Background: an optimization exercise with open tools, aiming at small area and a short achievable clock period. Do not read the settings as production practice. At most, simulation tests tie the RTL to the original design; equivalence was not proved. The RTL of runs 4 and 5 was laid out without a check of its function. No activity file was given, so power comes from the tool's default toggle rates.

--- flow/flow/run.sh ---
#!/bin/bash
# The standard layout (the standard.sh) with changes: plain buf_1
# cells as the input and output port buffers instead of the ones
# buffer_ports picks, clock tree synthesis without dummy load cells,
# and the ORFS settings below.
export BUFFER_PORTS_ARGS="-buffer_cell sky130_fd_sc_hd__buf_1"
export CTS_ARGS="-sink_clustering_enable -repair_clock_nets -buf_list sky130_fd_sc_hd__clkbuf_8 -dont_use_dummy_load"
export RECOVER_POWER=100
bash standard.sh > standard.log 2>&1
--- flow/standard.sh ---
#!/bin/bash
# synth_recipe.tcl (not shown) runs the flow's synth.tcl, then flattens the netlist and writes it again
# the make line also repeats each setting of config.mk as NAME=value (left out here)
make -C /OpenROAD-flow-scripts/flow DESIGN_CONFIG=/design/flow/config.mk WORK_HOME=/design/flow/orfs CLKGATE_MAP_FILE= SYNTH_SCRIPT=/design/flow/synth_recipe.tcl "${@:-finish}"
--- flow/config.mk ---
export PLATFORM = sky130hd
export DESIGN_NAME = fp_mul
export DESIGN_NICKNAME = fp_mul
export VERILOG_FILES = /design/flow/design.v
export SDC_FILE = /design/flow/constraint.sdc
export NUM_CORES = 4
export LEC_CHECK = 0
export CAP_MARGIN = 20
export CORE_MARGIN = 2
export CORE_UTILIZATION = 40
export SETUP_SLACK_MARGIN = 1.7
export SLEW_MARGIN = 20
export SYNTH_HIERARCHICAL = 1
export SYNTH_MINIMUM_KEEP_SIZE = 0
--- flow/constraint.sdc ---
create_clock -name core_clock -period 5.3 [get_ports {clk}]
set_input_delay 1.0600 -clock core_clock [delete_from_list [all_inputs] [get_ports {clk}]]
set_output_delay 1.0600 -clock core_clock [all_outputs]
set_load 0.01 [all_outputs]
--- flow/design.v ---
module fp1(a, one, two, neg, rx, ry);
input wire [10:0] a;
input wire [5:0] one, two;
input wire [4:0] neg;
wire [4:0] nneg = ~neg;
output wire [20:0] rx, ry;
wire pp_0_0;
wire pp_0_1;
wire pp_0_2;
wire pp_0_3;
wire pp_0_4;
wire pp_0_5;
wire pp_0_6;
wire pp_0_7;
wire pp_0_8;
wire pp_0_9;
wire pp_0_10;
wire pp_0_11;
wire pp_1_0;
wire pp_1_1;
wire pp_1_2;
wire pp_1_3;
wire pp_1_4;
wire pp_1_5;
wire pp_1_6;
wire pp_1_7;
wire pp_1_8;
wire pp_1_9;
wire pp_1_10;
wire pp_1_11;
wire pp_2_0;
wire pp_2_1;
wire pp_2_2;
wire pp_2_3;
wire pp_2_4;
wire pp_2_5;
wire pp_2_6;
wire pp_2_7;
wire pp_2_8;
wire pp_2_9;
wire pp_2_10;
wire pp_2_11;
wire pp_3_0;
wire pp_3_1;
wire pp_3_2;
wire pp_3_3;
wire pp_3_4;
wire pp_3_5;
wire pp_3_6;
wire pp_3_7;
wire pp_3_8;
wire pp_3_9;
wire pp_3_10;
wire pp_3_11;
wire pp_4_0;
wire pp_4_1;
wire pp_4_2;
wire pp_4_3;
wire pp_4_4;
wire pp_4_5;
wire pp_4_6;
wire pp_4_7;
wire pp_4_8;
wire pp_4_9;
wire pp_4_10;
wire pp_4_11;
wire pp_5_0;
wire pp_5_1;
wire pp_5_2;
wire pp_5_3;
wire pp_5_4;
wire pp_5_5;
wire pp_5_6;
wire pp_5_7;
wire pp_5_8;
wire pp_5_9;
wire pp_5_10;
wire hs0;
wire hc0;
wire hs1;
wire hc1;
wire hs2;
wire hc2;
wire fs0;
wire fc0;
wire hs3;
wire hc3;
wire fs1;
wire fc1;
wire hs4;
wire hc4;
wire fs2;
wire fc2;
wire fs3;
wire fc3;
wire hs5;
wire hc5;
wire fs4;
wire fc4;
wire fs5;
wire fc5;
wire hs6;
wire hc6;
wire fs6;
wire fc6;
wire fs7;
wire fc7;
wire fs8;
wire fc8;
wire hs7;
wire hc7;
wire fs9;
wire fc9;
wire fs10;
wire fc10;
wire fs11;
wire fc11;
wire fs12;
wire fc12;
wire fs13;
wire fc13;
wire fs14;
wire fc14;
wire fs15;
wire fc15;
wire fs16;
wire fc16;
wire fs17;
wire fc17;
wire fs18;
wire fc18;
wire fs19;
wire fc19;
wire fs20;
wire fc20;
wire fs21;
wire fc21;
wire fs22;
wire fc22;
wire fs23;
wire fc23;
wire fs24;
wire fc24;
wire fs25;
wire fc25;
wire fs26;
wire fc26;
wire fs27;
wire fc27;
wire fs28;
wire fc28;
wire fs29;
wire fc29;
wire fs30;
wire fc30;
wire fs31;
wire fc31;
wire pp_2_11_n;
wire fs32;
wire fc32;
wire fs33;
wire fc33;
wire fs34;
wire fc34;
wire fs35;
wire fc35;
wire fs36;
wire fc36;
wire fs37;
wire fc37;
wire pp_3_11_n;
wire fs38;
wire fc38;
wire fs39;
wire fc39;
wire fs40;
wire fc40;
wire fs41;
wire fc41;
wire pp_4_11_n;
wire fs42;
wire fc42;
wire fs43;
wire fc43;
assign pp_0_0 = (one[0] & a[0]) ^ neg[0];
assign pp_0_1 = ((one[0] & a[1]) | (two[0] & a[0])) ^ neg[0];
assign pp_0_2 = ((one[0] & a[2]) | (two[0] & a[1])) ^ neg[0];
assign pp_0_3 = ((one[0] & a[3]) | (two[0] & a[2])) ^ neg[0];
assign pp_0_4 = ((one[0] & a[4]) | (two[0] & a[3])) ^ neg[0];
assign pp_0_5 = ((one[0] & a[5]) | (two[0] & a[4])) ^ neg[0];
assign pp_0_6 = ((one[0] & a[6]) | (two[0] & a[5])) ^ neg[0];
assign pp_0_7 = ((one[0] & a[7]) | (two[0] & a[6])) ^ neg[0];
assign pp_0_8 = ((one[0] & a[8]) | (two[0] & a[7])) ^ neg[0];
assign pp_0_9 = ((one[0] & a[9]) | (two[0] & a[8])) ^ neg[0];
assign pp_0_10 = ((one[0] & a[10]) | (two[0] & a[9])) ^ neg[0];
assign pp_0_11 = (two[0] & a[10]) ^ neg[0];
assign pp_1_0 = (one[1] & a[0]) ^ neg[1];
assign pp_1_1 = ((one[1] & a[1]) | (two[1] & a[0])) ^ neg[1];
assign pp_1_2 = ((one[1] & a[2]) | (two[1] & a[1])) ^ neg[1];
assign pp_1_3 = ((one[1] & a[3]) | (two[1] & a[2])) ^ neg[1];
assign pp_1_4 = ((one[1] & a[4]) | (two[1] & a[3])) ^ neg[1];
assign pp_1_5 = ((one[1] & a[5]) | (two[1] & a[4])) ^ neg[1];
assign pp_1_6 = ((one[1] & a[6]) | (two[1] & a[5])) ^ neg[1];
assign pp_1_7 = ((one[1] & a[7]) | (two[1] & a[6])) ^ neg[1];
assign pp_1_8 = ((one[1] & a[8]) | (two[1] & a[7])) ^ neg[1];
assign pp_1_9 = ((one[1] & a[9]) | (two[1] & a[8])) ^ neg[1];
assign pp_1_10 = ((one[1] & a[10]) | (two[1] & a[9])) ^ neg[1];
assign pp_1_11 = (two[1] & a[10]) ^ neg[1];
assign pp_2_0 = (one[2] & a[0]) ^ neg[2];
assign pp_2_1 = ((one[2] & a[1]) | (two[2] & a[0])) ^ neg[2];
assign pp_2_2 = ((one[2] & a[2]) | (two[2] & a[1])) ^ neg[2];
assign pp_2_3 = ((one[2] & a[3]) | (two[2] & a[2])) ^ neg[2];
assign pp_2_4 = ((one[2] & a[4]) | (two[2] & a[3])) ^ neg[2];
assign pp_2_5 = ((one[2] & a[5]) | (two[2] & a[4])) ^ neg[2];
assign pp_2_6 = ((one[2] & a[6]) | (two[2] & a[5])) ^ neg[2];
assign pp_2_7 = ((one[2] & a[7]) | (two[2] & a[6])) ^ neg[2];
assign pp_2_8 = ((one[2] & a[8]) | (two[2] & a[7])) ^ neg[2];
assign pp_2_9 = ((one[2] & a[9]) | (two[2] & a[8])) ^ neg[2];
assign pp_2_10 = ((one[2] & a[10]) | (two[2] & a[9])) ^ neg[2];
assign pp_2_11 = (two[2] & a[10]) ^ neg[2];
assign pp_3_0 = (one[3] & a[0]) ^ neg[3];
assign pp_3_1 = ((one[3] & a[1]) | (two[3] & a[0])) ^ neg[3];
assign pp_3_2 = ((one[3] & a[2]) | (two[3] & a[1])) ^ neg[3];
assign pp_3_3 = ((one[3] & a[3]) | (two[3] & a[2])) ^ neg[3];
assign pp_3_4 = ((one[3] & a[4]) | (two[3] & a[3])) ^ neg[3];
assign pp_3_5 = ((one[3] & a[5]) | (two[3] & a[4])) ^ neg[3];
assign pp_3_6 = ((one[3] & a[6]) | (two[3] & a[5])) ^ neg[3];
assign pp_3_7 = ((one[3] & a[7]) | (two[3] & a[6])) ^ neg[3];
assign pp_3_8 = ((one[3] & a[8]) | (two[3] & a[7])) ^ neg[3];
assign pp_3_9 = ((one[3] & a[9]) | (two[3] & a[8])) ^ neg[3];
assign pp_3_10 = ((one[3] & a[10]) | (two[3] & a[9])) ^ neg[3];
assign pp_3_11 = (two[3] & a[10]) ^ neg[3];
assign pp_4_0 = (one[4] & a[0]) ^ neg[4];
assign pp_4_1 = ((one[4] & a[1]) | (two[4] & a[0])) ^ neg[4];
assign pp_4_2 = ((one[4] & a[2]) | (two[4] & a[1])) ^ neg[4];
assign pp_4_3 = ((one[4] & a[3]) | (two[4] & a[2])) ^ neg[4];
assign pp_4_4 = ((one[4] & a[4]) | (two[4] & a[3])) ^ neg[4];
assign pp_4_5 = ((one[4] & a[5]) | (two[4] & a[4])) ^ neg[4];
assign pp_4_6 = ((one[4] & a[6]) | (two[4] & a[5])) ^ neg[4];
assign pp_4_7 = ((one[4] & a[7]) | (two[4] & a[6])) ^ neg[4];
assign pp_4_8 = ((one[4] & a[8]) | (two[4] & a[7])) ^ neg[4];
assign pp_4_9 = ((one[4] & a[9]) | (two[4] & a[8])) ^ neg[4];
assign pp_4_10 = ((one[4] & a[10]) | (two[4] & a[9])) ^ neg[4];
assign pp_4_11 = (two[4] & a[10]) ^ neg[4];
assign pp_5_0 = (one[5] & a[0]);
assign pp_5_1 = ((one[5] & a[1]) | (two[5] & a[0]));
assign pp_5_2 = ((one[5] & a[2]) | (two[5] & a[1]));
assign pp_5_3 = ((one[5] & a[3]) | (two[5] & a[2]));
assign pp_5_4 = ((one[5] & a[4]) | (two[5] & a[3]));
assign pp_5_5 = ((one[5] & a[5]) | (two[5] & a[4]));
assign pp_5_6 = ((one[5] & a[6]) | (two[5] & a[5]));
assign pp_5_7 = ((one[5] & a[7]) | (two[5] & a[6]));
assign pp_5_8 = ((one[5] & a[8]) | (two[5] & a[7]));
assign pp_5_9 = ((one[5] & a[9]) | (two[5] & a[8]));
assign pp_5_10 = ((one[5] & a[10]) | (two[5] & a[9]));
ha_c u_h0(.a(neg[1]), .b(pp_0_2), .s(hs0), .co(hc0));
ha_c u_h1(.a(pp_0_3), .b(pp_1_1), .s(hs1), .co(hc1));
ha_c u_h2(.a(neg[2]), .b(pp_0_4), .s(hs2), .co(hc2));
fa_c u_f0(.a(pp_1_2), .b(pp_2_0), .c(hc1), .s(fs0), .co(fc0));
ha_c u_h3(.a(pp_0_5), .b(pp_1_3), .s(hs3), .co(hc3));
fa_c u_f1(.a(pp_2_1), .b(hc2), .c(hs3), .s(fs1), .co(fc1));
ha_c u_h4(.a(neg[3]), .b(pp_0_6), .s(hs4), .co(hc4));
fa_c u_f2(.a(pp_1_4), .b(pp_2_2), .c(pp_3_0), .s(fs2), .co(fc2));
fa_c u_f3(.a(hc3), .b(hs4), .c(fs2), .s(fs3), .co(fc3));
ha_c u_h5(.a(pp_0_7), .b(pp_1_5), .s(hs5), .co(hc5));
fa_c u_f4(.a(pp_2_3), .b(pp_3_1), .c(hc4), .s(fs4), .co(fc4));
fa_c u_f5(.a(hs5), .b(fc2), .c(fs4), .s(fs5), .co(fc5));
ha_c u_h6(.a(neg[4]), .b(pp_0_8), .s(hs6), .co(hc6));
fa_c u_f6(.a(pp_1_6), .b(pp_2_4), .c(pp_3_2), .s(fs6), .co(fc6));
fa_c u_f7(.a(pp_4_0), .b(hc5), .c(hs6), .s(fs7), .co(fc7));
fa_c u_f8(.a(fs6), .b(fc4), .c(fs7), .s(fs8), .co(fc8));
ha_c u_h7(.a(pp_0_9), .b(pp_1_7), .s(hs7), .co(hc7));
fa_c u_f9(.a(pp_2_5), .b(pp_3_3), .c(pp_4_1), .s(fs9), .co(fc9));
fa_c u_f10(.a(hc6), .b(hs7), .c(fc6), .s(fs10), .co(fc10));
fa_c u_f11(.a(fs9), .b(fc7), .c(fs10), .s(fs11), .co(fc11));
fa_c u_f12(.a(pp_0_10), .b(pp_1_8), .c(pp_2_6), .s(fs12), .co(fc12));
fa_c u_f13(.a(pp_3_4), .b(pp_4_2), .c(pp_5_0), .s(fs13), .co(fc13));
fa_c u_f14(.a(hc7), .b(fc9), .c(fs12), .s(fs14), .co(fc14));
fa_c u_f15(.a(fs13), .b(fc10), .c(fs14), .s(fs15), .co(fc15));
fa_c u_f16(.a(pp_0_11), .b(pp_1_9), .c(pp_2_7), .s(fs16), .co(fc16));
fa_c u_f17(.a(pp_3_5), .b(pp_4_3), .c(pp_5_1), .s(fs17), .co(fc17));
fa_c u_f18(.a(fc12), .b(fc13), .c(fs16), .s(fs18), .co(fc18));
fa_c u_f19(.a(fs17), .b(fc14), .c(fs18), .s(fs19), .co(fc19));
fa_c u_f20(.a(neg[0]), .b(pp_1_10), .c(pp_2_8), .s(fs20), .co(fc20));
fa_c u_f21(.a(pp_3_6), .b(pp_4_4), .c(pp_5_2), .s(fs21), .co(fc21));
fa_c u_f22(.a(fc16), .b(fc17), .c(fs20), .s(fs22), .co(fc22));
fa_c u_f23(.a(fs21), .b(fc18), .c(fs22), .s(fs23), .co(fc23));
fa_c u_f24(.a(neg[0]), .b(pp_1_11), .c(pp_2_9), .s(fs24), .co(fc24));
fa_c u_f25(.a(pp_3_7), .b(pp_4_5), .c(pp_5_3), .s(fs25), .co(fc25));
fa_c u_f26(.a(fc20), .b(fc21), .c(fs24), .s(fs26), .co(fc26));
fa_c u_f27(.a(fs25), .b(fc22), .c(fs26), .s(fs27), .co(fc27));
fa_c u_f28(.a(nneg[1]), .b(nneg[0]), .c(pp_2_10), .s(fs28), .co(fc28));
fa_c u_f29(.a(pp_3_8), .b(pp_4_6), .c(pp_5_4), .s(fs29), .co(fc29));
fa_c u_f30(.a(fc24), .b(fs28), .c(fc25), .s(fs30), .co(fc30));
fa_c u_f31(.a(fs29), .b(fc26), .c(fs30), .s(fs31), .co(fc31));
assign pp_2_11_n = ~pp_2_11;
fa_c u_f32(.a(pp_3_9), .b(pp_4_7), .c(pp_5_5), .s(fs32), .co(fc32));
fa_c u_f33(.a(pp_2_11_n), .b(fc28), .c(fc29), .s(fs33), .co(fc33));
fa_c u_f34(.a(fs32), .b(fc30), .c(fs33), .s(fs34), .co(fc34));
fa_c u_f35(.a(nneg[2]), .b(pp_3_10), .c(pp_4_8), .s(fs35), .co(fc35));
fa_c u_f36(.a(pp_5_6), .b(pp_2_11), .c(fc32), .s(fs36), .co(fc36));
fa_c u_f37(.a(fs35), .b(fc33), .c(fs36), .s(fs37), .co(fc37));
assign pp_3_11_n = ~pp_3_11;
fa_c u_f38(.a(pp_4_9), .b(pp_5_7), .c(pp_3_11_n), .s(fs38), .co(fc38));
fa_c u_f39(.a(fc35), .b(fs38), .c(fc36), .s(fs39), .co(fc39));
fa_c u_f40(.a(nneg[3]), .b(pp_4_10), .c(pp_5_8), .s(fs40), .co(fc40));
fa_c u_f41(.a(pp_3_11), .b(fc38), .c(fs40), .s(fs41), .co(fc41));
assign pp_4_11_n = ~pp_4_11;
fa_c u_f42(.a(pp_5_9), .b(pp_4_11_n), .c(fc40), .s(fs42), .co(fc42));
fa_c u_f43(.a(nneg[4]), .b(pp_5_10), .c(pp_4_11), .s(fs43), .co(fc43));
assign rx = {fs43, fs42, fs41, fs39, fc34, fc31, fc27, fc23, fc19, fc15, fc11, fc8, fc5, fc3, fc1, fc0, hs2, hc0, pp_1_0, pp_0_1, neg[0]};
assign ry = {fc42, fc41, fc39, fc37, fs37, fs34, fs31, fs27, fs23, fs19, fs15, fs11, fs8, fs5, fs3, fs1, fs0, hs1, hs0, 1'b0, pp_0_0};
endmodule
module fa_c(a, b, c, s, co);
input wire a, b, c;
output wire s, co;
assign s = a ^ b ^ c;
assign co = (a & b) | (c & (a ^ b));
endmodule
module ha_c(a, b, s, co);
input wire a, b;
output wire s, co;
assign s = a ^ b;
assign co = a & b;
endmodule
module ha1_c(a, b, s, co);
input wire a, b;
output wire s, co;
assign s = ~(a ^ b);
assign co = a | b;
endmodule
module fp2(s, e, sign, fp_result, under, over);
input wire [20:9] s;
input wire [4:0] e;
input wire sign;
output wire [15:0] fp_result;
output wire under, over;
wire [4:0] e_inc = e + 5'd1;
wire u0 = e > 5'd24;
wire u1 = (e > 5'd23) && (e != 5'd31);    
wire [4:0] te = s[20] ? e : e_inc;
wire [10:0] ts = s[20] ? s[19:9] : s[20:10];
assign fp_result = {sign, te[3:0], ts};
assign under = s[20] ? u0 : u1;
assign over = te[4];
endmodule
module fp_mul(clk, op1, op2, result, under, over);
input wire clk;
input wire [15:0] op1, op2;
output wire [15:0] result;
output wire under, over;
wire [13:0] bx = {2'b00, op2[10:0], 1'b0};
wire [5:0] one_d, two_d;
wire [4:0] neg_d;
genvar i;
generate for (i = 0; i < 6; i = i + 1) begin : g_booth
	assign one_d[i] = bx[2*i+1] ^ bx[2*i];
	assign two_d[i] = (bx[2*i+2] & ~bx[2*i+1] & ~bx[2*i]) | (~bx[2*i+2] & bx[2*i+1] & bx[2*i]);
	if (i < 5) begin : g_neg
		assign neg_d[i] = bx[2*i+2];
	end
end endgenerate
reg [10:0] sa;
reg [5:0] bone, btwo;
reg [4:0] bneg;
reg [4:0] e1;
reg sg1;
always @(posedge clk)
begin
	sa <= op1[10:0];
	bone <= one_d;
	btwo <= two_d;
	bneg <= neg_d;
	e1 <= {1'b0, op1[14:11]} + {1'b0, op2[14:11]} - 5'd7;
	sg1 <= op1[15] ^ op2[15];
end
wire [20:0] rx, ry;
fp1 stage1(.a(sa), .one(bone), .two(btwo), .neg(bneg), .rx(rx), .ry(ry));
wire [20:0] px = rx, py = ry;
wire [20:0] p, g;
wire q1, q2, q3, q4, q5, q6, q7, q8, q9, q10, q11, q12, q13, q14, q15, q16, q17, q18, q19, q20, q21, q22, q23, q24, q25, q26, q27, q28, q29, q30, q31, q32, q33, q34, q35, q36, q37, q38, q39, q40, q41, q42, q43, q44;
ha_c u_pg0(.a(px[0]), .b(py[0]), .s(p[0]), .co(g[0]));
assign p[1] = px[1];
assign g[1] = 1'b0;
ha_c u_pg2(.a(px[2]), .b(py[2]), .s(p[2]), .co(g[2]));
ha_c u_pg3(.a(px[3]), .b(py[3]), .s(p[3]), .co(g[3]));
ha_c u_pg4(.a(px[4]), .b(py[4]), .s(p[4]), .co(g[4]));
ha_c u_pg5(.a(px[5]), .b(py[5]), .s(p[5]), .co(g[5]));
ha_c u_pg6(.a(px[6]), .b(py[6]), .s(p[6]), .co(g[6]));
ha_c u_pg7(.a(px[7]), .b(py[7]), .s(p[7]), .co(g[7]));
ha_c u_pg8(.a(px[8]), .b(py[8]), .s(p[8]), .co(g[8]));
ha_c u_pg9(.a(px[9]), .b(py[9]), .s(p[9]), .co(g[9]));
ha_c u_pg10(.a(px[10]), .b(py[10]), .s(p[10]), .co(g[10]));
ha_c u_pg11(.a(px[11]), .b(py[11]), .s(p[11]), .co(g[11]));
ha_c u_pg12(.a(px[12]), .b(py[12]), .s(p[12]), .co(g[12]));
ha_c u_pg13(.a(px[13]), .b(py[13]), .s(p[13]), .co(g[13]));
ha_c u_pg14(.a(px[14]), .b(py[14]), .s(p[14]), .co(g[14]));
ha_c u_pg15(.a(px[15]), .b(py[15]), .s(p[15]), .co(g[15]));
ha_c u_pg16(.a(px[16]), .b(py[16]), .s(p[16]), .co(g[16]));
ha_c u_pg17(.a(px[17]), .b(py[17]), .s(p[17]), .co(g[17]));
ha_c u_pg18(.a(px[18]), .b(py[18]), .s(p[18]), .co(g[18]));
ha_c u_pg19(.a(px[19]), .b(py[19]), .s(p[19]), .co(g[19]));
ha_c u_pg20(.a(px[20]), .b(py[20]), .s(p[20]), .co(g[20]));
assign q1 = p[1] & g[0];
pg_c u_q2(.gh(g[3]), .ph(p[3]), .gl(g[2]), .pl(p[2]), .g(q2), .p(q3));
pg_c u_q4(.gh(g[5]), .ph(p[5]), .gl(g[4]), .pl(p[4]), .g(q4), .p(q5));
pg_c u_q6(.gh(g[7]), .ph(p[7]), .gl(g[6]), .pl(p[6]), .g(q6), .p(q7));
pg_c u_q8(.gh(g[9]), .ph(p[9]), .gl(g[8]), .pl(p[8]), .g(q8), .p(q9));
pg_c u_q10(.gh(g[11]), .ph(p[11]), .gl(g[10]), .pl(p[10]), .g(q10), .p(q11));
g_c u_q12(.gh(g[2]), .ph(p[2]), .gl(q1), .g(q12));
g_c u_q13(.gh(q2), .ph(q3), .gl(q1), .g(q13));
pg_c u_q14(.gh(g[6]), .ph(p[6]), .gl(q4), .pl(q5), .g(q14), .p(q15));
pg_c u_q16(.gh(q6), .ph(q7), .gl(q4), .pl(q5), .g(q16), .p(q17));
pg_c u_q18(.gh(g[10]), .ph(p[10]), .gl(q8), .pl(q9), .g(q18), .p(q19));
pg_c u_q20(.gh(q10), .ph(q11), .gl(q8), .pl(q9), .g(q20), .p(q21));
g_c u_q22(.gh(g[4]), .ph(p[4]), .gl(q13), .g(q22));
g_c u_q23(.gh(q4), .ph(q5), .gl(q13), .g(q23));
g_c u_q24(.gh(q14), .ph(q15), .gl(q13), .g(q24));
g_c u_q25(.gh(q16), .ph(q17), .gl(q13), .g(q25));
pg_c u_q26(.gh(g[12]), .ph(p[12]), .gl(q20), .pl(q21), .g(q26), .p(q27));
g_c u_q28(.gh(g[8]), .ph(p[8]), .gl(q25), .g(q28));
g_c u_q29(.gh(q8), .ph(q9), .gl(q25), .g(q29));
g_c u_q30(.gh(q18), .ph(q19), .gl(q25), .g(q30));
g_c u_q31(.gh(q20), .ph(q21), .gl(q25), .g(q31));
g_c u_q32(.gh(q26), .ph(q27), .gl(q25), .g(q32));
g_c u_q33(.gh(g[14]), .ph(p[14]), .gl(g[13]), .g(q33));
pg_c u_q34(.gh(g[16]), .ph(p[16]), .gl(g[15]), .pl(p[15]), .g(q34), .p(q35));
pg_c u_q36(.gh(g[18]), .ph(p[18]), .gl(g[17]), .pl(p[17]), .g(q36), .p(q37));
g_c u_q38(.gh(g[15]), .ph(p[15]), .gl(q33), .g(q38));
g_c u_q39(.gh(q34), .ph(q35), .gl(q33), .g(q39));
pg_c u_q40(.gh(g[19]), .ph(p[19]), .gl(q36), .pl(q37), .g(q40), .p(q41));
g_c u_q42(.gh(g[17]), .ph(p[17]), .gl(q39), .g(q42));
g_c u_q43(.gh(q36), .ph(q37), .gl(q39), .g(q43));
g_c u_q44(.gh(q40), .ph(q41), .gl(q39), .g(q44));
wire [13:0] lo;
assign lo[13] = q32;
assign lo[9] = p[9] ^ q28;
assign lo[10] = p[10] ^ q29;
assign lo[11] = p[11] ^ q30;
assign lo[12] = p[12] ^ q31;
assign lo[0] = 1'b0;    
assign lo[1] = 1'b0;    
assign lo[2] = 1'b0;    
assign lo[3] = 1'b0;    
assign lo[4] = 1'b0;    
assign lo[5] = 1'b0;    
assign lo[6] = 1'b0;    
assign lo[7] = 1'b0;    
assign lo[8] = 1'b0;    
wire [7:0] h0;
assign h0[0] = p[13];
assign h0[1] = p[14] ^ g[13];
assign h0[2] = p[15] ^ q33;
assign h0[3] = p[16] ^ q38;
assign h0[4] = p[17] ^ q39;
assign h0[5] = p[18] ^ q42;
assign h0[6] = p[19] ^ q43;
assign h0[7] = p[20] ^ q44;
reg [7:0] h0r;
reg hc;
reg [3:0] lo2;
reg [4:0] e2;
reg sg2;
always @(posedge clk)
begin
	h0r <= h0;
	hc <= lo[13];
	lo2 <= lo[12:9];
	e2 <= e1;
	sg2 <= sg1;
end
wire [7:0] hi = h0r + hc;
wire [20:9] s = {hi, lo2};
fp2 stage2(.s(s), .e(e2), .sign(sg2), .fp_result(result), .under(under), .over(over));
endmodule
module pg_c(gh, ph, gl, pl, g, p);
input wire gh, ph, gl, pl;
output wire g, p;
assign g = gh | (ph & gl);
assign p = ph & pl;
endmodule
module g_c(gh, ph, gl, g);
input wire gh, ph, gl;
output wire g;
assign g = gh | (ph & gl);
endmodule
==> reports/results.txt, run 1 <==
Status - finished with violations
Blocking Checks - capacitance limit, slew limit
Final hold violations - 0
Req. time, crit path - 4.24 ns
Layout Utilization - 39.7%
Vias per cell - 4.87
Slowest cell on crit path - xnor2_1
H-tree depth - 2
GRT overflow - 0
Max-cap violations - 1
Layout cells sized above 1 - 10.8%
Fin. max-slew vios - 19
Die H - 117 microns
Num CTS Buffers - 5
Antenna fix cells - 0
Clock sinks - 53
Area of the multi-input gates - 3360 sq um
Initial antenna violation count - 0
Final ANT Viol Nets - 0
CP peak stage delay - 1.36 ns
R2R Setup Slk - 1.56 ns
CTS clk-pin slew, worst paths - 0.08 ns
CP Class - register to primary output
Port bufs - 50
Net Count, Synth - 596
PwrDens - 500 nW/um^2
IO Pins - 51
Mapped Area - 5120 sq um
CP cell instances - ha_1 > and3_1 > nand3_1 > xnor2_1 > o22ai_1 > o211a_1 > buf_1
Clock root buffer - clkbuf_8
Max VDD drop - 0.000182 V
Area of the core - 12600 sq um
Final worst slack - 1.18 ns
Post-DP HPWL - 6990 microns
Worst-case clock buffer depth - 2
Routed WL per cell - 14.2 microns
Setup violations, final - 0
Via count - 3053
Clock skew - 0.00959 ns
TritonCTS clock tree - yes
Vias in the first global route - 3017
Full die area - 13700 sq um
DRT Wirelength - 8880 microns
Yosys warns - 7
Minimum clock period after layout - 4.12 ns
CP top delay family - XOR/XNOR gates
Largest fanout on the critical path - 18
Pre-CTS setup slack - 1.57 ns
Final worst-path cycle share - 77.6%
Gpl congestion - 0.838
CP startpoint kind - register
Total GRT Usage - 13.8%
Fmax - 243 MHz
Fillers - 1253
Register Area - 1090 sq um
Die W - 117 microns
Final nets - 576
RSZ-0062 raised after global routing - no
Setup crit end kind - primary output
Total power - 2.49 mW
HP Class - register to register
LEAKAGE - 2.12 nW
Crit path buf inv count - 1
Core Rows - 41
Worst skew pair latency - 0.30 ns
First drt pass iteration count - 4
First-pass GRT wire length - 14900 microns
Cell count after synthesis - 477
# DRC - 0
Crit path arrival time - 3.06 ns
Largest net degree at the start of global routing - 19
Drt initial violations - 193
Syn_area_per_cell - 10.7 sq um
Hold_buf cts - 0
Slew of the pin with the lowest slew margin - 1.79 ns
Post-CTS Setup Inserts - 0
Initial Util - 40.8%
Final TNS setup - 0 ns
Slew headroom - -20.0%
P&R area growth vs syn - -2.73%
[cell usage in the layout (no fill, tap or decap), types with 4 or more instances in the layout]
cell and n:
mux2_4 5, nand3b_1 4, a21o_1 26, buf_1 48, o21ai_0 4, nand2_1 10, and2_1 11, a22oi_1 45
and2_0 4, mux2_2 7, nand3_1 6, xnor2_1 72, a22o_1 8, dfxtp_1 30, ha_1 41, dfxtp_2 23
a22oi_2 5, fa_1 45, clkbuf_8 5, nand2b_1 5, inv_1 18, xor2_1 18
[path summary, 6_finish.rpt]
| path | from | to | cells past startpoint |
|---|---|---|---|
| worst min-delay path | e1[4]$_DFF_P_ | e2[4]$_DFF_P_ | 0 |
| worst min register to register | e1[4]$_DFF_P_ | e2[4]$_DFF_P_ | 0 |
| worst max-delay path | h0r[0]$_DFF_P_ | under | 7 |
| worst max register to register | bneg[0]$_DFF_P_ | lo2[3]$_DFF_P_ | 9 |
[repair_timing]
| item | CTS | global route |
|---|---|---|
| endpoints found under the hold margin | 0 | 0 |
| setup endpoints to repair | 8 | 22 |
| cloned | 0 | 0 |
| resized for setup | 11 | 15 |
[per-layer routing]
| metal | vias up | wire [microns] | track usage (%) |
|---|---|---|---|
| met3 | 8 | 508 | 2.63 |
| li1 | 1513 | - | - |
| met4 | 0 | 95 | 3.37 |
| met1 | 1439 | 4330 | 20.1 |
| met5 | - | 0 | 0 |
| met2 | 93 | 3950 | 21.3 |
[worst reg2reg max path, delay by kind of cell (launching register included)]
family                   cells  cell delay (ns)
AND/OR/NAND/NOR              2             0.34
XOR/XNOR                     2             0.39
adder cells (fa/ha/maj)      4             1.82
flip-flops                   1             0.89
AO/OA/AOI/OAI                1             0.18
[state kept, by name, summed over array words and instances (netlist names)]
register	cells
sa	11
h0r	8
bone	6
btwo	6
bneg	5
e1	5
e2	5
lo2	4
hc	1
sg1	1
sg2	1
[power by group]
group	internal [mW]	switching, mW	leakage [nW]
Combinational	0.858	0.819	1.64
Sequential	0.515	0.101	0.448
Clock	0.0853	0.114	0.0359
Total	1.46	1.03	2.12
[area by class of cell]
type | instances | area share [%]
inverter | 18 | 1.36
timing repair buffer | 50 | 3.77
clock buffer | 5 | 1.38
sequential | 53 | 21.9
multi-input combinational | 329 | 67.3
tap | 172 | 4.32
[per-stage QoR]
stage / cell area, sq um / hold WS, ns / std cells
6_report: 4980 / 0.333 / 627
5_1_grt: 4980 / 0.342 / 627
4_1_cts: 4980 / 0.335 / 627
3_5_place_dp: 4900 / 0.313 / 622
3_3_place_gp: 4900 / 0.312 / 622
2_1_floorplan: 5120 / 0.310 / 477
==> inputs of run 2 (changes only) <==
--- a/flow/flow/run.sh
+++ b/flow/flow/run.sh
@@ -6,4 +6,4 @@
 export BUFFER_PORTS_ARGS="-buffer_cell sky130_fd_sc_hd__buf_1"
 export CTS_ARGS="-sink_clustering_enable -repair_clock_nets -buf_list sky130_fd_sc_hd__clkbuf_8 -dont_use_dummy_load"
-export RECOVER_POWER=100
+export SETUP_MOVE_SEQUENCE="unbuffer,sizeup,swap"
 bash standard.sh > standard.log 2>&1
--- a/flow/config.mk
+++ b/flow/config.mk
@@ -9,5 +9,5 @@
 export CORE_MARGIN = 2
 export CORE_UTILIZATION = 40
-export SETUP_SLACK_MARGIN = 1.7
+export SETUP_SLACK_MARGIN = 1.8
 export SLEW_MARGIN = 20
 export SYNTH_HIERARCHICAL = 1
==> run 2 against run 1 <==
The run now finishes clean. Count of clock-buffer cells in the layout unchanged. Sequential cell count did not move. Hold slack about the same. Die area unchanged. Wire length up 0.20%. Sequential power about the same. Via count rose by 1.2%. Clock skew grew 0.0012 ns. Critical path type is now register to register. Largest cell class unchanged. Largest power group unchanged.
==> reports/results.txt, run 2 <==
Status - complete, no violations
Mapped Area - 5120 sq um
Drt initial violations - 204
HP Class - register to register
Die W - 117 microns
Layout Utilization - 40.4%
H-tree depth - 2
Die H - 117 microns
Net Count, Synth - 596
Final TNS setup - 0 ns
Post-CTS Setup Inserts - 0
Core Rows - 41
GRT overflow - 0
Largest regs - sa x11, h0r x8
Initial Util - 40.8%
Max-cap violations - 0
DRT Wirelength - 8900 microns
Full die area - 13700 sq um
Total power - 2.53 mW
Largest net degree at the start of global routing - 19
Most frequent cells in the layout - xnor2_1 (71), buf_1 (50), fa_1 (45), a22oi_1 (44), ha_1 (40)
FF-to-FF path depth - 10
Final nets - 576
Setup crit end kind - register
Max FFs per register - 11
Routed WL per cell - 14.2 microns
CP Class - register to register
Setup violations, final - 0
Final ANT Viol Nets - 0
Sequential power share - 24.4%
Clock skew - 0.0108 ns
RSZ-0062 raised after global routing - yes
Clock sinks - 53
Gpl congestion - 0.838
Clock root buffer - clkbuf_8
LEAKAGE - 2.14 nW
Post-DP HPWL - 6990 microns
Layout cells sized above 1 - 12.5%
Fillers - 1245
Initial antenna violation count - 0
Cell count after synthesis - 477
Syn_area_per_cell - 10.7 sq um
Max VDD drop - 0.000183 V
Via count - 3091
Total GRT Usage - 13.8%
Fmax - 297 MHz
Vias per cell - 4.93
Combinational Power Share - 67.8%
Minimum clock period after layout - 3.37 ns
Antenna fix cells - 0
Final instance area - 5070 sq um
Vias in the first global route - 3012
Slew of the pin with the lowest slew margin - 0.631 ns
CP startpoint kind - register
TritonCTS clock tree - yes
Hold Crit Depth - 0
Final hold violations - 0
Post-Place Cell Area - 4900 sq um
CTS clk-pin slew, worst paths - 0.09 ns
Worst-case clock buffer depth - 2
Crit path arrival time - 3.55 ns
P&R area growth vs syn - -1.00%
Switching Fraction - 41.4%
Clk pwr share - 7.9%
Fin. max-slew vios - 0
Hold_buf cts - 0
# DRC - 0
IO Pins - 51
Placed Instances - 622
PwrDens - 499 nW/um^2
Port bufs - 50
Switch Pwr - 1.05 mW
Internal power - 1.48 mW
First-pass GRT wire length - 14900 microns
Worst skew pair latency - 0.30 ns
Num CTS Buffers - 5
Largest fanout on the critical path - 11
Slew headroom - 57.9%
Largest Register - sa
Yosys warns - 7
Req. time, crit path - 5.48 ns
Final worst-path cycle share - 63.6%
Area of the core - 12600 sq um
Most common cell after layout, fill and taps aside - xnor2_1
Finished Layout Cells - 627
First drt pass iteration count - 4
==> run 2: cell count changes in the layout (fill, tap and decap cells not counted), moves of 2 or more <==
cell	delta
dfxtp_4	+15
dfxtp_2	-12
and2_0	-4
and2_1	+4
dfxtp_1	-3
buf_1	+2
clkbuf_1	-2
==> run 2: routing by layer <==
| layer | global-route usage [%] | wire length (microns) | vias to the layer above |
|---|---|---|---|
| li1 | - | - | 1511 |
| met1 | 20.1 | 4290 | 1470 |
| met2 | 21.3 | 3960 | 100 |
| met3 | 2.63 | 551 | 10 |
| met4 | 3.37 | 97 | 0 |
| met5 | 0 | 0 | - |
==> run 2: what timing repair did <==
action                                  in CTS  in global routing
pin swaps                                    0                  5
endpoints found under the setup margin      25                 10
resized for setup                           20                 25
==> run 2: final timing paths <==
check | startpoint | endpoint | slack [ns]
worst max-delay path | btwo[2]$_DFF_P_ | h0r[6]$_DFF_P_ | 1.93
worst min-delay path | e1[4]$_DFF_P_ | e2[4]$_DFF_P_ | 0.33
worst max register to register | btwo[2]$_DFF_P_ | h0r[6]$_DFF_P_ | 1.93
worst min register to register | e1[4]$_DFF_P_ | e2[4]$_DFF_P_ | 0.33
==> run 2: cell type report <==
cell class | count | area (sq um) | area share (%)
Timing Repair Buffer | 50 | 188 | 3.70
Multi-Input combinational cell | 329 | 3400 | 67.1
Clock buffer | 5 | 68.8 | 1.36
Sequential cell | 53 | 1130 | 22.3
Inverter | 18 | 67.6 | 1.33
Tap cell | 172 | 215 | 4.24
==> run 2: worst max-delay path, stage by stage, from the launching register on <==
cell and delay (ns):
dfxtp_4 0.45, a22oi_2 0.11, xnor2_1 0.22, fa_1 0.47, fa_1 0.49, fa_1 0.54, ha_4 0.21, a21o_1 0.19
a21o_1 0.23, a21o_1 0.18, xor2_1 0.16
==> run 2: metrics by stage <==
stage | setup WS, ns | hold slack [ns]
floorplan | 1.82 | 0.310
global placement | 1.65 | 0.312
detailed placement | 1.57 | 0.313
CTS | 1.79 | 0.335
global route | 1.79 | 0.342
finish | 1.93 | 0.333
==> run 2: power groups by stage <==
| stage | combinational (mW) | sequential (mW) | clock, mW |
|---|---|---|---|
| 5_1_grt | 1.97 | 0.632 | 0.227 |
| 6_report | 1.71 | 0.617 | 0.199 |
| 4_1_cts | 1.71 | 0.620 | 0.211 |
| 2_1_floorplan | 1.69 | 0.561 | 0 |
| 3_3_place_gp | 1.66 | 0.623 | 0 |
| 3_5_place_dp | 1.69 | 0.625 | 0 |
==> inputs of run 3 (changes only) <==
--- a/flow/flow/run.sh
+++ b/flow/flow/run.sh
@@ -6,4 +6,4 @@
 export BUFFER_PORTS_ARGS="-buffer_cell sky130_fd_sc_hd__buf_1"
 export CTS_ARGS="-sink_clustering_enable -repair_clock_nets -buf_list sky130_fd_sc_hd__clkbuf_8 -dont_use_dummy_load"
-export SETUP_MOVE_SEQUENCE="unbuffer,sizeup,swap"
+export SKIP_GATE_CLONING=1
 bash standard.sh > standard.log 2>&1
==> run 3 against run 2 <==
Highest routed layer unchanged. Register-to-register slack about the same. Clock skew is 0.0011 ns lower. Sequential power about the same. Synthesized cell count unchanged. Still clean. Count of clock-buffer cells in the layout is the same. Sequential share of layout area decreased by 0.34 points.
==> reports/results.txt, run 3 <==
Clock root buffer - clkbuf_8
RSZ-0062 raised after global routing - yes
Layout Utilization - 41.0%
Fmax - 297 MHz
Crit path arrival time - 3.55 ns
Max FFs per register - 11
Final hold violations - 0
Gpl congestion - 0.838
Antenna fix cells - 0
Pre-CTS setup slack - 1.57 ns
Setup crit end kind - register
Final nets - 583
Status - complete, no violations
Hold_buf cts - 0
Mapped Area - 5120 sq um
Largest Register - sa
H-tree depth - 2
Most frequent cells in the layout - xnor2_1 (71), buf_1 (50), fa_1 (45), a22oi_1 (43), ha_1 (40)
Syn_area_per_cell - 10.7 sq um
Clk pwr share - 7.8%
Internal power - 1.50 mW
Finished Layout Cells - 634
Max VDD drop - 0.000181 V
Post-DP HPWL - 6990 microns
TritonCTS clock tree - yes
CTS clk-pin slew, worst paths - 0.08 ns
Largest regs - sa x11, h0r x8
Final worst slack - 1.94 ns
Slew headroom - 70.2%
HP Class - register to register
Vias in the first global route - 3012
GRT overflow - 0
Fin. max-slew vios - 0
LEAKAGE - 2.19 nW
Setup violations, final - 0
Max-cap violations - 0
Area of the core - 12600 sq um
Drt initial violations - 182
Cell count after synthesis - 477
Most common cell after layout, fill and taps aside - xnor2_1
DRT Wirelength - 9010 microns
Yosys warns - 7
Port bufs - 50
Full die area - 13700 sq um
Vias per cell - 4.88
Switching Fraction - 41.2%
Layout cells sized above 1 - 13.9%
PwrDens - 496 nW/um^2
Req. time, crit path - 5.48 ns
Minimum clock period after layout - 3.36 ns
Via count - 3091
Sequential power share - 24.0%
First drt pass iteration count - 5
First-pass GRT wire length - 14900 microns
Clock skew - 0.00970 ns
Clock sinks - 53
CP startpoint kind - register
Area of the multi-input gates - 3400 sq um
Fillers - 1240
Initial antenna violation count - 0
Final ANT Viol Nets - 0
Largest fanout on the critical path - 11
Net Count, Synth - 596
Worst skew pair latency - 0.30 ns
Final TNS setup - 0 ns
Initial Util - 40.8%
Core Rows - 41
Die W - 117 microns
Slew of the pin with the lowest slew margin - 0.448 ns
Die H - 117 microns
Combinational Power Share - 68.2%
Largest net degree at the start of global routing - 19
# DRC - 0
P&R area growth vs syn - 0.513%
Placed Instances - 622
CP Class - register to register
Worst-case clock buffer depth - 2
IO Pins - 51
Num CTS Buffers - 5
Final worst-path cycle share - 63.5%
Register Area - 1130 sq um
Switch Pwr - 1.05 mW
Total GRT Usage - 13.8%
Final Hold Slack - 0.332 ns
Routed WL per cell - 14.2 microns
run 3: metrics by stage:
step                      total power, mW  cell area (sq um)
after floorplan                      2.25               5120
final                                2.55               5150
after global routing                 2.85               5150
after CTS                            2.54               5000
after global placement               2.28               4900
after detailed placement             2.32               4900
run 3: routing by layer:
| layer | vias to the layer above | wire (microns) | global-route usage, % |
|---|---|---|---|
| met1 | 1460 | 4330 | 20.1 |
| met4 | 0 | 95 | 3.37 |
| met3 | 8 | 520 | 2.63 |
| met2 | 95 | 4070 | 21.3 |
| li1 | 1528 | - | - |
| met5 | - | 0 | 0 |
run 3: critical path, cell delays in order, from the launching register on:
cell	delay [ns]
dfxtp_2	0.49
a22oi_1	0.15
xnor2_1	0.17
fa_1	0.46
fa_1	0.53
fa_1	0.44
ha_1	0.22
a21o_1	0.22
a21o_1	0.23
a21o_1	0.18
xor2_1	0.16
run 3: area by class of cell:
type,instances,area share [%]
multi-input combinational,329,66.1
sequential,53,22.0
timing repair buffer,57,5.15
tap,172,4.18
clock buffer,5,1.34
inverter,18,1.31
run 3: power by group through the flow:
stage	combinational (mW)	sequential, mW	clock [mW]
6_report	1.74	0.614	0.199
5_1_grt	2.00	0.628	0.227
4_1_cts	1.71	0.620	0.211
3_5_place_dp	1.69	0.625	0
3_3_place_gp	1.66	0.623	0
2_1_floorplan	1.69	0.561	0
run 3: repair_timing:
action                     CTS  global route
pin swaps                    0             5
resized for setup           20            25
setup buffers                0             7
setup endpoints to repair   25            10
run 3: final timing paths:
kind / end / slack, ns / cells past startpoint / start
setup reg to reg: h0r[6]$_DFF_P_ / 1.94 / 10 / btwo[3]$_DFF_P_
hold reg to reg: e2[3]$_DFF_P_ / 0.33 / 0 / e1[3]$_DFF_P_
hold / removal: e2[3]$_DFF_P_ / 0.33 / 0 / e1[3]$_DFF_P_
setup / recovery: h0r[6]$_DFF_P_ / 1.94 / 10 / btwo[3]$_DFF_P_
==> inputs of run 4 (changes only) <==
--- a/flow/design.v
+++ b/flow/design.v
@@ -379,5 +379,5 @@
 wire [20:0] px = rx, py = ry;
 wire [20:0] p, g;
-wire q1, q2, q3, q4, q5, q6, q7, q8, q9, q10, q11, q12, q13, q14, q15, q16, q17, q18, q19, q20, q21, q22, q23, q24, q25, q26, q27, q28, q29, q30, q31, q32, q33, q34, q35, q36, q37, q38, q39, q40, q41, q42, q43, q44;
+wire q1, q2, q3, q4, q5, q6, q7, q8, q9, q10, q11, q12, q13, q14, q15, q16, q17, q18, q19, q20, q21, q22, q23, q24, q25, q26, q27, q28, q29, q30, q31, q32, q33, q34, q35, q36, q37, q38, q39, q40, q41, q42, q43, q44, q45, q46;
 ha_c u_pg0(.a(px[0]), .b(py[0]), .s(p[0]), .co(g[0]));
 assign p[1] = px[1];
@@ -408,35 +408,37 @@
 pg_c u_q8(.gh(g[9]), .ph(p[9]), .gl(g[8]), .pl(p[8]), .g(q8), .p(q9));
 pg_c u_q10(.gh(g[11]), .ph(p[11]), .gl(g[10]), .pl(p[10]), .g(q10), .p(q11));
-g_c u_q12(.gh(g[2]), .ph(p[2]), .gl(q1), .g(q12));
-g_c u_q13(.gh(q2), .ph(q3), .gl(q1), .g(q13));
-pg_c u_q14(.gh(g[6]), .ph(p[6]), .gl(q4), .pl(q5), .g(q14), .p(q15));
-pg_c u_q16(.gh(q6), .ph(q7), .gl(q4), .pl(q5), .g(q16), .p(q17));
-pg_c u_q18(.gh(g[10]), .ph(p[10]), .gl(q8), .pl(q9), .g(q18), .p(q19));
-pg_c u_q20(.gh(q10), .ph(q11), .gl(q8), .pl(q9), .g(q20), .p(q21));
-g_c u_q22(.gh(g[4]), .ph(p[4]), .gl(q13), .g(q22));
-g_c u_q23(.gh(q4), .ph(q5), .gl(q13), .g(q23));
-g_c u_q24(.gh(q14), .ph(q15), .gl(q13), .g(q24));
-g_c u_q25(.gh(q16), .ph(q17), .gl(q13), .g(q25));
-pg_c u_q26(.gh(g[12]), .ph(p[12]), .gl(q20), .pl(q21), .g(q26), .p(q27));
-g_c u_q28(.gh(g[8]), .ph(p[8]), .gl(q25), .g(q28));
-g_c u_q29(.gh(q8), .ph(q9), .gl(q25), .g(q29));
-g_c u_q30(.gh(q18), .ph(q19), .gl(q25), .g(q30));
-g_c u_q31(.gh(q20), .ph(q21), .gl(q25), .g(q31));
-g_c u_q32(.gh(q26), .ph(q27), .gl(q25), .g(q32));
-g_c u_q33(.gh(g[14]), .ph(p[14]), .gl(g[13]), .g(q33));
-pg_c u_q34(.gh(g[16]), .ph(p[16]), .gl(g[15]), .pl(p[15]), .g(q34), .p(q35));
-pg_c u_q36(.gh(g[18]), .ph(p[18]), .gl(g[17]), .pl(p[17]), .g(q36), .p(q37));
-g_c u_q38(.gh(g[15]), .ph(p[15]), .gl(q33), .g(q38));
-g_c u_q39(.gh(q34), .ph(q35), .gl(q33), .g(q39));
-pg_c u_q40(.gh(g[19]), .ph(p[19]), .gl(q36), .pl(q37), .g(q40), .p(q41));
-g_c u_q42(.gh(g[17]), .ph(p[17]), .gl(q39), .g(q42));
-g_c u_q43(.gh(q36), .ph(q37), .gl(q39), .g(q43));
-g_c u_q44(.gh(q40), .ph(q41), .gl(q39), .g(q44));
-wire [13:0] lo;
-assign lo[13] = q32;
-assign lo[9] = p[9] ^ q28;
-assign lo[10] = p[10] ^ q29;
-assign lo[11] = p[11] ^ q30;
-assign lo[12] = p[12] ^ q31;
+pg_c u_q12(.gh(g[13]), .ph(p[13]), .gl(g[12]), .pl(p[12]), .g(q12), .p(q13));
+g_c u_q14(.gh(g[2]), .ph(p[2]), .gl(q1), .g(q14));
+g_c u_q15(.gh(q2), .ph(q3), .gl(q1), .g(q15));
+pg_c u_q16(.gh(g[6]), .ph(p[6]), .gl(q4), .pl(q5), .g(q16), .p(q17));
+pg_c u_q18(.gh(q6), .ph(q7), .gl(q4), .pl(q5), .g(q18), .p(q19));
+pg_c u_q20(.gh(g[10]), .ph(p[10]), .gl(q8), .pl(q9), .g(q20), .p(q21));
+pg_c u_q22(.gh(q10), .ph(q11), .gl(q8), .pl(q9), .g(q22), .p(q23));
+g_c u_q24(.gh(g[4]), .ph(p[4]), .gl(q15), .g(q24));
+g_c u_q25(.gh(q4), .ph(q5), .gl(q15), .g(q25));
+g_c u_q26(.gh(q16), .ph(q17), .gl(q15), .g(q26));
+g_c u_q27(.gh(q18), .ph(q19), .gl(q15), .g(q27));
+pg_c u_q28(.gh(g[12]), .ph(p[12]), .gl(q22), .pl(q23), .g(q28), .p(q29));
+pg_c u_q30(.gh(q12), .ph(q13), .gl(q22), .pl(q23), .g(q30), .p(q31));
+g_c u_q32(.gh(g[8]), .ph(p[8]), .gl(q27), .g(q32));
+g_c u_q33(.gh(q8), .ph(q9), .gl(q27), .g(q33));
+g_c u_q34(.gh(q20), .ph(q21), .gl(q27), .g(q34));
+g_c u_q35(.gh(q22), .ph(q23), .gl(q27), .g(q35));
+g_c u_q36(.gh(q28), .ph(q29), .gl(q27), .g(q36));
+g_c u_q37(.gh(q30), .ph(q31), .gl(q27), .g(q37));
+g_c u_q38(.gh(g[15]), .ph(p[15]), .gl(g[14]), .g(q38));
+pg_c u_q39(.gh(g[17]), .ph(p[17]), .gl(g[16]), .pl(p[16]), .g(q39), .p(q40));
+pg_c u_q41(.gh(g[19]), .ph(p[19]), .gl(g[18]), .pl(p[18]), .g(q41), .p(q42));
+g_c u_q43(.gh(g[16]), .ph(p[16]), .gl(q38), .g(q43));
+g_c u_q44(.gh(q39), .ph(q40), .gl(q38), .g(q44));
+g_c u_q45(.gh(g[18]), .ph(p[18]), .gl(q44), .g(q45));
+g_c u_q46(.gh(q41), .ph(q42), .gl(q44), .g(q46));
+wire [14:0] lo;
+assign lo[14] = q37;
+assign lo[9] = p[9] ^ q32;
+assign lo[10] = p[10] ^ q33;
+assign lo[11] = p[11] ^ q34;
+assign lo[12] = p[12] ^ q35;
+assign lo[13] = p[13] ^ q36;
 assign lo[0] = 1'b0;    
 assign lo[1] = 1'b0;    
@@ -448,16 +450,15 @@
 assign lo[7] = 1'b0;    
 assign lo[8] = 1'b0;    
-wire [7:0] h0;
-assign h0[0] = p[13];
-assign h0[1] = p[14] ^ g[13];
-assign h0[2] = p[15] ^ q33;
-assign h0[3] = p[16] ^ q38;
-assign h0[4] = p[17] ^ q39;
-assign h0[5] = p[18] ^ q42;
-assign h0[6] = p[19] ^ q43;
-assign h0[7] = p[20] ^ q44;
-reg [7:0] h0r;
+wire [6:0] h0;
+assign h0[0] = p[14];
+assign h0[1] = p[15] ^ g[14];
+assign h0[2] = p[16] ^ q38;
+assign h0[3] = p[17] ^ q43;
+assign h0[4] = p[18] ^ q44;
+assign h0[5] = p[19] ^ q45;
+assign h0[6] = p[20] ^ q46;
+reg [6:0] h0r;
 reg hc;
-reg [3:0] lo2;
+reg [4:0] lo2;
 reg [4:0] e2;
 reg sg2;
@@ -465,10 +466,10 @@
 begin
 	h0r <= h0;
-	hc <= lo[13];
-	lo2 <= lo[12:9];
+	hc <= lo[14];
+	lo2 <= lo[13:9];
 	e2 <= e1;
 	sg2 <= sg1;
 end
-wire [7:0] hi = h0r + hc;
+wire [6:0] hi = h0r + hc;
 wire [20:9] s = {hi, lo2};
 fp2 stage2(.s(s), .e(e2), .sign(sg2), .fp_result(result), .under(under), .over(over));
==> flow/flow/run.sh (replaced) <==
#!/bin/bash
# The standard layout (the standard.sh) with two changes: plain buf_1
# cells as the input and output port buffers instead of the ones
# buffer_ports picks, and clock tree synthesis without dummy load cells.
export BUFFER_PORTS_ARGS="-buffer_cell sky130_fd_sc_hd__buf_1"
export CTS_ARGS="-sink_clustering_enable -repair_clock_nets -buf_list sky130_fd_sc_hd__clkbuf_8 -dont_use_dummy_load"
bash standard.sh > standard.log 2>&1
--- a/flow/config.mk
+++ b/flow/config.mk
@@ -9,5 +9,5 @@
 export CORE_MARGIN = 2
 export CORE_UTILIZATION = 40
-export SETUP_SLACK_MARGIN = 1.8
+export SETUP_SLACK_MARGIN = 1.7
 export SLEW_MARGIN = 20
 export SYNTH_HIERARCHICAL = 1
==> run 4 against run 3 <==
Still clean on timing, DRC and antenna. Register-to-register slack lost 0.08 ns. Clock skew rose by 0.0038 ns. Synthesized cell count down 0.21%. Sequential cell count did not move. Cell count down 1.3%. Clock power about the same. Cell area decreased by 1.3%. Worst setup slack lost 0.082 ns.
==> reports/results.txt, run 4 <==
Most common cell after layout, fill and taps aside - xnor2_1
Yosys warns - 7
CP Class - register to register
Area of the multi-input gates - 3400 sq um
Via count - 3121
Status - complete, no violations
Final hold violations - 0
Final Hold Slack - 0.333 ns
Final nets - 575
Post-CTS Setup Inserts - 0
IO Pins - 51
Die W - 117 microns
Vias in the first global route - 3074
Slew of the pin with the lowest slew margin - 0.638 ns
LEAKAGE - 2.15 nW
Worst-case clock buffer depth - 2
Placed Instances - 621
Initial antenna violation count - 0
Req. time, crit path - 5.50 ns
Antenna fix cells - 0
Layout cells sized above 1 - 13.0%
Fin. max-slew vios - 0
RSZ-0062 raised after global routing - no
GRT overflow - 0
Worst skew pair latency - 0.31 ns
H-tree depth - 2
# DRC - 0
Final instance area - 5080 sq um
Num CTS Buffers - 5
Final worst-path cycle share - 65.0%
Finished Layout Cells - 626
Fillers - 1245
Post-DP HPWL - 6900 microns
Slew headroom - 57.5%
Port bufs - 50
Cell count after synthesis - 476
Setup crit end kind - register
TritonCTS clock tree - yes
Clock sinks - 53
CTS clk-pin slew, worst paths - 0.09 ns
Total GRT Usage - 13.5%
Register Area - 1140 sq um
Core Rows - 41
Largest Register - sa
P&R area growth vs syn - -0.612%
Die H - 117 microns
Largest net degree at the start of global routing - 19
Clock root buffer - clkbuf_8
PwrDens - 494 nW/um^2
Max-cap violations - 0
First-pass GRT wire length - 14600 microns
Minimum clock period after layout - 3.45 ns
Net Count, Synth - 595
Mapped Area - 5110 sq um
Hold_buf cts - 0
Max VDD drop - 0.000171 V
Initial Util - 40.7%
Crit path arrival time - 3.65 ns
Final ANT Viol Nets - 0
First drt pass iteration count - 5
Setup violations, final - 0
Post-Place Cell Area - 4890 sq um
Syn_area_per_cell - 10.7 sq um
Max FFs per register - 11
Most frequent cells in the layout - xnor2_1 (70), buf_1 (50), fa_1 (45), ha_1 (41), a22oi_1 (39)
Largest regs - sa x11, h0r x7
Vias per cell - 4.99
Drt initial violations - 178
Largest fanout on the critical path - 12
CP startpoint kind - register
Full die area - 13700 sq um
Area of the core - 12600 sq um
DRT Wirelength - 8560 microns
Gpl congestion - 0.812
Clock skew - 0.0135 ns
HP Class - register to register
Final TNS setup - 0 ns
Fmax - 290 MHz
Routed WL per cell - 13.7 microns
==> run 4: cell types whose count changed in the layout (fill, tap and decap cells not counted), sizes merged <==
cell,before,now
buf,57,50
a21o,26,27
and2,15,16
and3,3,2
nand3,6,5
xnor2,72,71
==> run 4: layer usage <==
layer	track usage, %	vias up	part of all wire, %
met4	3.22	0	1.2
met1	17.5	1520	46
met2	23.3	78	49
met5	0	-	0
met3	2.68	12	4.7
li1	-	1511	-
==> run 4: metrics by stage <==
step                setup slack (ns)  total power [mW]  util, %
finish                          1.85              2.51     40.4
detailed placement              1.44              2.34     38.9
CTS                             1.63              2.56     39.7
floorplan                       1.80              2.28        -
global placement                1.53              2.30     38.9
global route                    1.70              2.80     40.4
==> run 4: area by class of cell <==
cell class,instances,share of cell area (%)
multi-input cells,328,66.9
flip-flops and latches,53,22.5
well taps,172,4.23
repair buffers,50,3.69
clock buffers,5,1.35
inverters,18,1.33
==> run 4: what timing repair did <==
item / CTS / global route
endpoints found under the setup margin: 19 / 6
resized for setup: 14 / 39
cloned: 0 / 0
==> run 4: critical path, stage by stage (launching register included) <==
cell and delay (ns):
dfxtp_4 0.40, a22oi_1 0.23, xnor2_1 0.16, fa_1 0.45
fa_1 0.52, fa_1 0.42, ha_1 0.33, and2_1 0.18
a21o_1 0.18, a21o_1 0.18, a21o_1 0.16, xor2_1 0.15
==> run 4: path summary, 6_finish.rpt <==
path | startpoint | end | slack (ns) | cells after the start
worst min register to register | sg1$_DFF_P_ | sg2$_DFF_P_ | 0.33 | 0
worst max register to register | sa[6]$_DFF_P_ | lo2[4]$_DFF_P_ | 1.85 | 11
worst min-delay path | sg1$_DFF_P_ | sg2$_DFF_P_ | 0.33 | 0
worst max-delay path | sa[6]$_DFF_P_ | lo2[4]$_DFF_P_ | 1.85 | 11
==> run 4: report_power, final <==
| part | internal (mW) | leakage, nW | switching, mW |
|---|---|---|---|
| clock network | 0.0853 | 0.0359 | 0.113 |
| logic | 0.884 | 1.66 | 0.813 |
| registers | 0.511 | 0.455 | 0.105 |
==> inputs of run 5 (changes only) <==
--- a/flow/config.mk
+++ b/flow/config.mk
@@ -9,5 +9,5 @@
 export CORE_MARGIN = 2
 export CORE_UTILIZATION = 40
-export SETUP_SLACK_MARGIN = 1.7
+export SETUP_SLACK_MARGIN = 1.8
 export SLEW_MARGIN = 20
 export SYNTH_HIERARCHICAL = 1
==> run 5 against run 4 <==
Wire length grew 1.6%. Global-route usage is 0.18 points higher. Via count up 0.22%. Count of clock-buffer cells in the layout is the same. Critical path depth is the same. Largest cell class unchanged. Still clean. Sequential share of layout area is 0.056 points lower. Synthesized area unchanged. Sequential power decreased by 0.6%.
==> reports/results.txt, run 5 <==
Layout cells sized above 1 - 13.2%
Antenna fix cells - 0
Total power - 2.57 mW
Initial antenna violation count - 0
Die W - 117 microns
Fillers - 1224
Status - complete, no violations
Initial Util - 40.7%
FF-to-FF path depth - 11
Hold_buf cts - 0
GRT overflow - 0
Worst skew pair latency - 0.31 ns
Fmax - 289 MHz
Core Rows - 41
Largest fanout on the critical path - 12
Register Area - 1150 sq um
Vias in the first global route - 3121
Fin. max-slew vios - 0
TritonCTS clock tree - yes
Max VDD drop - 0.000192 V
H-tree depth - 2
Largest regs - sa x11, h0r x7
Setup violations, final - 0
Largest net degree at the start of global routing - 19
CTS clk-pin slew, worst paths - 0.09 ns
Final TNS setup - 0 ns
Area of the multi-input gates - 3410 sq um
Via count - 3128
Max FFs per register - 11
Syn_area_per_cell - 10.7 sq um
P&R area growth vs syn - 0.0735%
Routed WL per cell - 13.9 microns
Final hold violations - 0
Req. time, crit path - 5.50 ns
First-pass GRT wire length - 14800 microns
First drt pass iteration count - 5
Port bufs - 50
PwrDens - 502 nW/um^2
Yosys warns - 7
Largest Register - sa
Final nets - 576
Worst hold path endpoint - sg2$_DFF_P_
CP startpoint kind - register
Num CTS Buffers - 5
Worst Hold Launch - sg1$_DFF_P_
Final ANT Viol Nets - 0
R2R Setup Slk - 1.84 ns
# DRC - 0
Most frequent cells in the layout - xnor2_1 (69), buf_1 (50), fa_1 (45), a22oi_1 (41), ha_1 (40)
Clock root buffer - clkbuf_8
Most common cell after layout, fill and taps aside - xnor2_1
Gpl congestion - 0.858
IO Pins - 51
Worst-case clock buffer depth - 2
Area of the core - 12600 sq um
Final worst-path cycle share - 65.3%
FF-to-FF Start - sa[9]$_DFF_P_
Cell count after synthesis - 476
Vias per cell - 4.99
Slew headroom - 74.6%
DRT Wirelength - 8700 microns
Drt initial violations - 129
LEAKAGE - 2.16 nW
Reg2reg end - lo2[4]$_DFF_P_
HP Class - register to register
Max-cap violations - 0
Crit path arrival time - 3.67 ns
Layout Utilization - 40.7%
Post-DP HPWL - 6970 microns
CP Class - register to register
Mapped Area - 5110 sq um
RSZ-0062 raised after global routing - yes
Net Count, Synth - 595
Clock sinks - 53
Die H - 117 microns
Full die area - 13700 sq um
Setup crit end kind - register
Minimum clock period after layout - 3.46 ns
Total GRT Usage - 13.7%
Slew of the pin with the lowest slew margin - 0.381 ns
Hold Crit Depth - 0
Clock skew - 0.0161 ns
-- run 5: timing repair --
action	in CTS	in global routing
hold endpoints to repair	0	0
endpoints found under the setup margin	24	24
pin swaps	0	2
resized for setup	16	37
buffers inserted	0	1
-- run 5: report_power, final --
group	switching [mW]	total, mW	internal [mW]
logic	0.839	1.76	0.922
clock network	0.112	0.197	0.0852
registers	0.102	0.612	0.510
-- run 5: worst max path at each step --
stage | slack [ns] | end | startpoint | cells after the start
5_1_grt | 1.70 | lo2[4]$_DFF_P_ | sa[9]$_DFF_P_ | 11
3_5_place_dp | 1.41 | lo2[4]$_DFF_P_ | bneg[0]$_DFF_P_ | 10
2_1_floorplan | 1.81 | lo2[4]$_DFF_P_ | sa[9]$_DFF_P_ | 13
3_3_place_gp | 1.53 | lo2[4]$_DFF_P_ | bneg[0]$_DFF_P_ | 10
4_1_cts | 1.63 | lo2[4]$_DFF_P_ | sa[6]$_DFF_P_ | 11
6_report | 1.84 | lo2[4]$_DFF_P_ | sa[9]$_DFF_P_ | 11
-- run 5: routing by layer --
| metal | track usage [%] | share of wire, % |
|---|---|---|
| met5 | 0 | 0 |
| met4 | 5.33 | 2.6 |
| met3 | 2.47 | 4.1 |
| met2 | 23.5 | 51 |
| met1 | 17.1 | 43 |
-- run 5: critical path: stages, from the launching register on --
cell	delay, ns
dfxtp_4	0.45
a22oi_2	0.11
xnor2_1	0.23
fa_1	0.47
fa_1	0.51
fa_1	0.41
ha_1	0.33
and2_1	0.18
a21o_1	0.18
a21o_1	0.18
a21o_1	0.16
xor2_1	0.15
-- run 5: per-stage QoR --
| step | hold WS (ns) | instance area (sq um) | instances | worst slack, ns |
|---|---|---|---|---|
| after global placement | 0.312 | 4900 | 621 | 1.53 |
| after floorplan | 0.310 | 5130 | 476 | 1.81 |
| final | 0.332 | 5120 | 627 | 1.84 |
| after global routing | 0.342 | 5120 | 627 | 1.70 |
| after detailed placement | 0.312 | 4900 | 621 | 1.41 |
| after CTS | 0.335 | 5000 | 626 | 1.63 |
-- run 5: cell type report --
class / count / area share [%]
Multi-Input combinational cell: 328 / 66.6
Clock buffer: 5 / 1.34
Inverter: 18 / 1.32
Timing Repair Buffer: 51 / 4.06
Sequential cell: 53 / 22.4
Tap cell: 172 / 4.21

static timing again, ports no longer ideal:
The results above use ideal ports. As a check the final layouts listed here were re-extracted and re-timed, cells and wires unchanged. Step 1, drivers: a clkbuf_16 drives clk and a buf_2 each remaining input, both assumed. Step 2 moves the port delays by t, midway between the first and last clock arrival at a register: inputs arrive t later, outputs are due t later. That takes back most of the time a late clock gives input paths. a / b / c = no drivers / after step 1 / after step 2; a / b = the first two.
| run | t, ns | setup WS [ns] | worst setup path at the end | clock arrival spread, ns |
|---|---|---|---|---|
| run 1 | 0.328 | 1.185 / 1.151 / 1.479 | register to output | 0.011 / 0.011 |
| run 2 | 0.327 | 1.930 / 1.930 / 1.930 | register to register | 0.011 / 0.012 |
| run 3 | 0.328 | 1.935 / 1.935 / 1.935 | register to register | 0.011 / 0.010 |
| run 4 | 0.332 | 1.853 / 1.853 / 1.853 | register to register | 0.013 / 0.013 |
| run 5 | 0.330 | 1.837 / 1.837 / 1.837 | register to register | 0.016 / 0.016 |
